Context: an optimization exercise on an open-source flow, tuned for small area, a short achievable clock period and few clock cycles. The choices shown serve that exercise and are no tape-out recipe. In this exercise RTL edits were held to simulation tests only and were not proved equivalent to the original. Power and IR drop assume default switching activity.

## run a
==> flow/design.v (excerpt) <==
module matrix_mult #(parameter DW = 8, m = 8, n = 8)(
    input clk,
    input reset,
    input [DW-1:0] data_in,
    input start,
    output [2*DW-1:0] data_out,
    output reg done
);
  localparam S = 3;
  localparam LAST = 186 + S;
  reg [7:0] cnt;
  wire idle = (cnt == 8'd0) || (cnt == LAST);
  always @(posedge clk) begin
    if (reset)
      cnt <= 8'd0;
    else if (idle)
      cnt <= start ? 8'd1 : 8'd0;
    else
      cnt <= cnt + 8'd1;
  end
  always @(posedge clk) begin
    if (reset)
      done <= 1'b0;
    else
      done <= (cnt >= 122 + S) && (cnt <= 185 + S);
  end
  wire load_a = (cnt >= 8'd2) && (cnt <= 8'd65);
  reg [7:0] ar [0:63];
  integer p;
  always @(posedge clk) begin
    ar[0] <= load_a ? data_in : ar[63];
    for (p = 1; p < 64; p = p + 1)
      ar[p] <= ar[p-1];
  end
  reg [63:0] arow;
  wire load_row = (cnt[2:0] == 3'd2);
  integer q;
  always @(posedge clk) begin
    if (load_row)
      for (q = 0; q < 8; q = q + 1)
        arow[8*q +: 8] <= ar[55 - q];
  end
  wire [6:0] bidx = cnt[6:0] - 7'd2;    
  wire load_b_any = (cnt >= 8'd66) && (cnt <= 8'd129);
  reg [7:0] bl [0:63];
  integer k, r;
  always @(posedge clk) begin
    for (k = 0; k < 8; k = k + 1) begin
      bl[8*k] <= (load_b_any && bidx[5:3] == k) ? data_in : bl[8*k+7];
      for (r = 1; r < 8; r = r + 1)
        bl[8*k+r] <= bl[8*k+r-1];
    end
  end
  wire [63:0] bcol;
  genvar g;
  generate for (g = 0; g < 8; g = g + 1) begin : bc
    assign bcol[8*g +: 8] = bl[8*g];
  end endgenerate
  dot8 u_dot (.clk(clk), .a(arow), .b(bcol), .dot(data_out));
endmodule
Size in the first run: about 2700 cells after synthesis, roughly 1300 flip-flops, roughly 28 I/O pins.
Settings: LEC_CHECK=0, CAP_MARGIN=20, CORE_MARGIN=2, CORE_UTILIZATION=40, PLACE_DENSITY=0.6, SETUP_SLACK_MARGIN=5, SLEW_MARGIN=20, SYNTH_HIERARCHICAL=1, SYNTH_MINIMUM_KEEP_SIZE=0; clock period 8.0 ns.
run.sh (not shown) runs the stock make flow with config.mk's settings and CLKGATE_MAP_FILE= SYNTH_SCRIPT=/design/flow/synth_recipe.tcl, a recipe that flattens the netlist after the stock synthesis.
The final layout from run a, which completed every stage, passed the timing, design-rule and antenna checks at the end of the flow.
Testbench counts of run a, summed over its fixed seeds: cycles 6,056.
Setup changes, run a to run b
-- flow/config.mk --
<<< run a, line 10
export CORE_UTILIZATION = 40
export PLACE_DENSITY = 0.6
>>> run b, line 10
export CORE_UTILIZATION = 65
export CTS_BUF_LIST = sky130_fd_sc_hd__clkbuf_16
export CTS_CLUSTER_DIAMETER = 80
export CTS_CLUSTER_SIZE = 30
export PLACE_DENSITY = 0.75
Of the two values seen for slowest cell on the critical path, sky130_fd_sc_hd__fa_1 was produced by run a and sky130_fd_sc_hd__fa_2 by run b. Diff run a and run b: critical path buffer and inverter count higher in run a. Run a → run b: routed wire length moved up, total power moved down, die area moved down, tapcell count moved down, post-placement cell area moved down. Run b vs. run a: proportion of cell area occupied by multi-input gates +1.9 points; final cycle utilization of the critical path grew by 0.73 points; detailed route wirelength on metal2 has increased; time the worst path needs with I/O delays and setup higher; final worst setup slack fell 0.058 ns.

---

matrix_mult, a different RTL version from the one above (not shown whole).
Size: ~1,300 flip-flops, ~28 I/O pins, roughly 39,000 um2 of cells after synthesis.
clock: 8.0 ns
lec_check: 0
cap_margin: 20
core_margin: 2
core_utilization: 65
cts_buf_list: sky130_fd_sc_hd__clkbuf_16
cts_cluster_diameter: 80
cts_cluster_size: 25
place_density: 0.75
setup_slack_margin: 5
slew_margin: 20
synth_hierarchical: 1
synth_minimum_keep_size: 0
Testbench counts at the start, summed over its fixed seeds: cycles 6,056.
==> next run, changes <==
--- a/flow/config.mk
+++ b/flow/config.mk
@@ -13 +13 @@
-export CTS_CLUSTER_SIZE = 25
+export CTS_CLUSTER_SIZE = 30
=> Worst setup slack gains 8.0 ps; sequential share of layout area grows by 0.47 points; power shrinks by a few percent; synthesized cell count does not change; flip-flop and latch count is unchanged; count of clock-buffer cells in the layout shrinks by 12; synthesized area is unchanged; clock skew stays flat; global-route usage shrinks by 0.53 points.
==> next run, changes <==
--- a/flow/config.mk
+++ b/flow/config.mk
@@ -10 +10 @@
-export CORE_UTILIZATION = 65
+export CORE_UTILIZATION = 70
@@ -14 +14 @@
-export PLACE_DENSITY = 0.75
+export PLACE_DENSITY = 0.8
After rerunning: The new run finished clean. Total power fell by 0.94%. Flip-flop and latch count stays the same. Fmax fell by 0.55%. Synthesized area is unchanged.

---

Setup of old:
matrix_mult, a different RTL version from the one above (not shown whole).
Size in the first run: roughly 2,600 cells after synthesis, about 28 I/O pins, ~43,000 sq um of cells after synthesis.
Settings: LEC_CHECK=0, CAP_MARGIN=20, CORE_MARGIN=2, CORE_UTILIZATION=40, CTS_BUF_LIST=sky130_fd_sc_hd__clkbuf_8, CTS_CLUSTER_SIZE=40, PLACE_DENSITY=0.6, SETUP_SLACK_MARGIN=5, SLEW_MARGIN=20, SYNTH_HIERARCHICAL=1, SYNTH_MINIMUM_KEEP_SIZE=0; clock period 8.0 ns.
Testbench counts of old, summed over its fixed seeds: cycles 6,056.
The following lists how new was set up differently from old:
- removing CTS_BUF_LIST (formerly sky130_fd_sc_hd__clkbuf_8)
- removing CTS_CLUSTER_SIZE (formerly 40)
### Flow results
Every run in the comparison, new and old, completed the flow with a clean layout. Between new and old, it is new whose fraction of power consumed by the clock network is higher, by 2.5 points. Against old, new comes in 2.2 points lower on fraction of power consumed by sequential logic. Comparing old with new, the post-route minimum period came out essentially unchanged. old -> new: period utilization flat. [compare] base=old new=new: cell area after layout increased 0.52%, sequential share of layout area now smaller. The fraction of layout instances using a drive strength above 1 in new sits 3.6 points below the value recorded for old. old → new: setup slack after layout held steady; non-clock buffering overhead in the final layout shows no meaningful change; detailed-route via count fell about 1.7%; first-pass GRT wire length now smaller.

---

Another version of the RTL of matrix_mult (not shown whole).
Size: ~28 I/O pins.
Settings: LEC_CHECK=0, CAP_MARGIN=20, CORE_MARGIN=2, CORE_UTILIZATION=65, CTS_BUF_LIST=sky130_fd_sc_hd__clkbuf_16, CTS_CLUSTER_DIAMETER=80, CTS_CLUSTER_SIZE=30, PLACE_DENSITY=0.75, SETUP_SLACK_MARGIN=5, SLEW_MARGIN=20, SYNTH_HIERARCHICAL=1, SYNTH_MINIMUM_KEEP_SIZE=0; clock period 8.0 ns.
The starting point went through all stages and came out clean.
Testbench counts at the start, summed over its fixed seeds: cycles 6,056.
==> next run, changes <==
==> flow/flow/run.sh (new file) <==
#!/bin/bash
set -euo pipefail
sed 's/SETUP_SLACK_MARGIN=[0-9.]*/SETUP_SLACK_MARGIN=5.15/' standard.sh > standard_tight.sh
grep -q 'SETUP_SLACK_MARGIN=5.15' standard_tight.sh
bash standard_tight.sh > standard_tight.log 2>&1
==> flow/standard.sh (new file) <==
#!/bin/bash
# synth_recipe.tcl (not shown) runs the flow's synth.tcl, then flattens the netlist and writes it again
# the make line also repeats each setting of config.mk as NAME=value (left out here)
make -C /OpenROAD-flow-scripts/flow DESIGN_CONFIG=/design/flow/config.mk WORK_HOME=/design/flow/orfs CLKGATE_MAP_FILE= SYNTH_SCRIPT=/design/flow/synth_recipe.tcl "${@:-finish}"
Settings changed: CTS_CLUSTER_SIZE 30 to 25.
removed: flow/run.sh
The changed run finished with timing, DRC and antenna clean.
Worst setup slack gets worse by 80 ps.
Synthesized area stays the same.
Power is higher by 1.1%.

---

== job 8436 ==
matrix_mult again, from the RTL that the note above started with.
clock: 8.0 ns
lec_check: 0
cap_margin: 20
core_margin: 2
core_utilization: 65
cts_buf_list: sky130_fd_sc_hd__clkbuf_8 sky130_fd_sc_hd__clkbuf_16
cts_cluster_diameter: 80
cts_cluster_size: 30
place_density: 0.75
setup_slack_margin: 5
slew_margin: 20
synth_hierarchical: 1
synth_minimum_keep_size: 0
Stock flow here: none of the scripts above is used.
Testbench counts of job 8436, summed over its fixed seeds: cycles 6,056.
#### Input delta (job 7310 over job 8436)
diff --git a/flow/config.mk b/flow/config.mk
--- a/flow/config.mk
+++ b/flow/config.mk
@@ -8,9 +8,9 @@
 export CAP_MARGIN = 20
 export CORE_MARGIN = 2
-export CORE_UTILIZATION = 65
-export CTS_BUF_LIST = sky130_fd_sc_hd__clkbuf_8 sky130_fd_sc_hd__clkbuf_16
+export CORE_UTILIZATION = 70
+export CTS_BUF_LIST = sky130_fd_sc_hd__clkbuf_16
 export CTS_CLUSTER_DIAMETER = 80
 export CTS_CLUSTER_SIZE = 30
-export PLACE_DENSITY = 0.75
+export PLACE_DENSITY = 0.8
 export SETUP_SLACK_MARGIN = 5
 export SLEW_MARGIN = 20
Results
NOTE largest net degree at the start of global routing job 8436->job 7310 decreased by more than 10%. Share of the core filled with cells in the final layout: higher on job 7310. Job 8436 → job 7310: switching share of total power moved up, portion of total power attributed to combinational logic held steady, total detailed-routing wirelength went up about 11%, clock network fraction of total power moved down. Job 7310 vs. job 8436: static leakage ~0 delta, final-layout fill cell count dropped 640, setup slack fell 0.16 ns. In the metrics for job 8436 and job 7310, the one carrying the lower effective utilization at floorplan is job 8436.
What job 1886 does differently from job 7310 at the input level:
diff --git a/flow/config.mk b/flow/config.mk
--- a/flow/config.mk
+++ b/flow/config.mk
@@ -8,9 +8,9 @@
 export CAP_MARGIN = 20
 export CORE_MARGIN = 2
-export CORE_UTILIZATION = 70
+export CORE_UTILIZATION = 65
 export CTS_BUF_LIST = sky130_fd_sc_hd__clkbuf_16
 export CTS_CLUSTER_DIAMETER = 80
-export CTS_CLUSTER_SIZE = 30
-export PLACE_DENSITY = 0.8
+export CTS_CLUSTER_SIZE = 25
+export PLACE_DENSITY = 0.75
 export SETUP_SLACK_MARGIN = 5
 export SLEW_MARGIN = 20
Findings:
- Fmax | job 1886 vs job 7310 | job 1886 faster
- The register-to-register slack of job 1886 exceeds that of job 7310 by 0.15 ns.
- ~same net count of the finished layout in job 7310 and job 1886
- In the flow results for job 7310 and job 1886, the share of the clock period used by the worst path is larger on job 7310.
- In the tables for job 7310 and job 1886, non-clock buffer count reads lower with job 1886.
- Job 7310 has lower worst setup slack than job 1886.

## port drivers added, routing unchanged
The flow's constraints put no driver on any port. The routed layouts listed below were extracted and timed again, unchanged, in two steps.
Step 1: set_driving_cell puts a clkbuf_16 on clk and a buf_2 on each other input, an assumption about the parent block.
Step 2 also shifts input and output timing later by t, the mid clock arrival at the registers, as if the neighbouring blocks saw the same clock.
Slacks: ideal / step 1 / step 2; pairs: ideal / step 1.
| run | t, ns | slack for setup (ns) | worst hold slack (ns) | worst slew at a driven data input, ns |
|---|---|---|---|---|
| run a | 0.744 | 5.024 / 5.024 / 4.845 | 0.298 / 0.298 / 0.298 | 0.06 |
| run b | 0.704 | 4.965 / 4.965 / 4.861 | 0.294 / 0.294 / 0.294 | 0.08 |
| the first run of note 2 | 0.698 | 5.000 / 5.000 / 4.845 | 0.321 / 0.321 / 0.321 | 0.05 |
| the second run of note 2 | 0.709 | 5.008 / 5.008 / 4.949 | 0.326 / 0.326 / 0.326 | 0.05 |
| the third run of note 2 | 0.710 | 4.991 / 4.991 / 4.822 | 0.324 / 0.324 / 0.324 | 0.06 |
| old | 0.921 | 4.993 / 4.993 / 4.993 | 0.287 / 0.287 / 0.287 | 0.06 |
| new | 0.795 | 4.994 / 4.994 / 4.994 | 0.295 / 0.295 / 0.295 | 0.06 |
| the first run of note 4 | 0.708 | 4.988 / 4.988 / 4.931 | 0.318 / 0.318 / 0.318 | 0.06 |
| the second run of note 4 | 0.720 | 4.908 / 4.908 / 4.866 | 0.323 / 0.323 / 0.323 | 0.06 |
| job 8436 | 0.708 | 4.988 / 4.988 / 4.931 | 0.318 / 0.318 / 0.318 | 0.06 |
| job 7310 | 0.713 | 4.827 / 4.827 / 4.827 | 0.302 / 0.302 / 0.302 | 0.06 |
| job 1886 | 0.695 | 4.973 / 4.973 / 4.969 | 0.312 / 0.312 / 0.312 | 0.06 |
After both steps every run listed still meets setup and hold. For run a, which loses most, drivers alone change the setup slack by 0.000 ns; drivers and shift together by -0.179 ns.
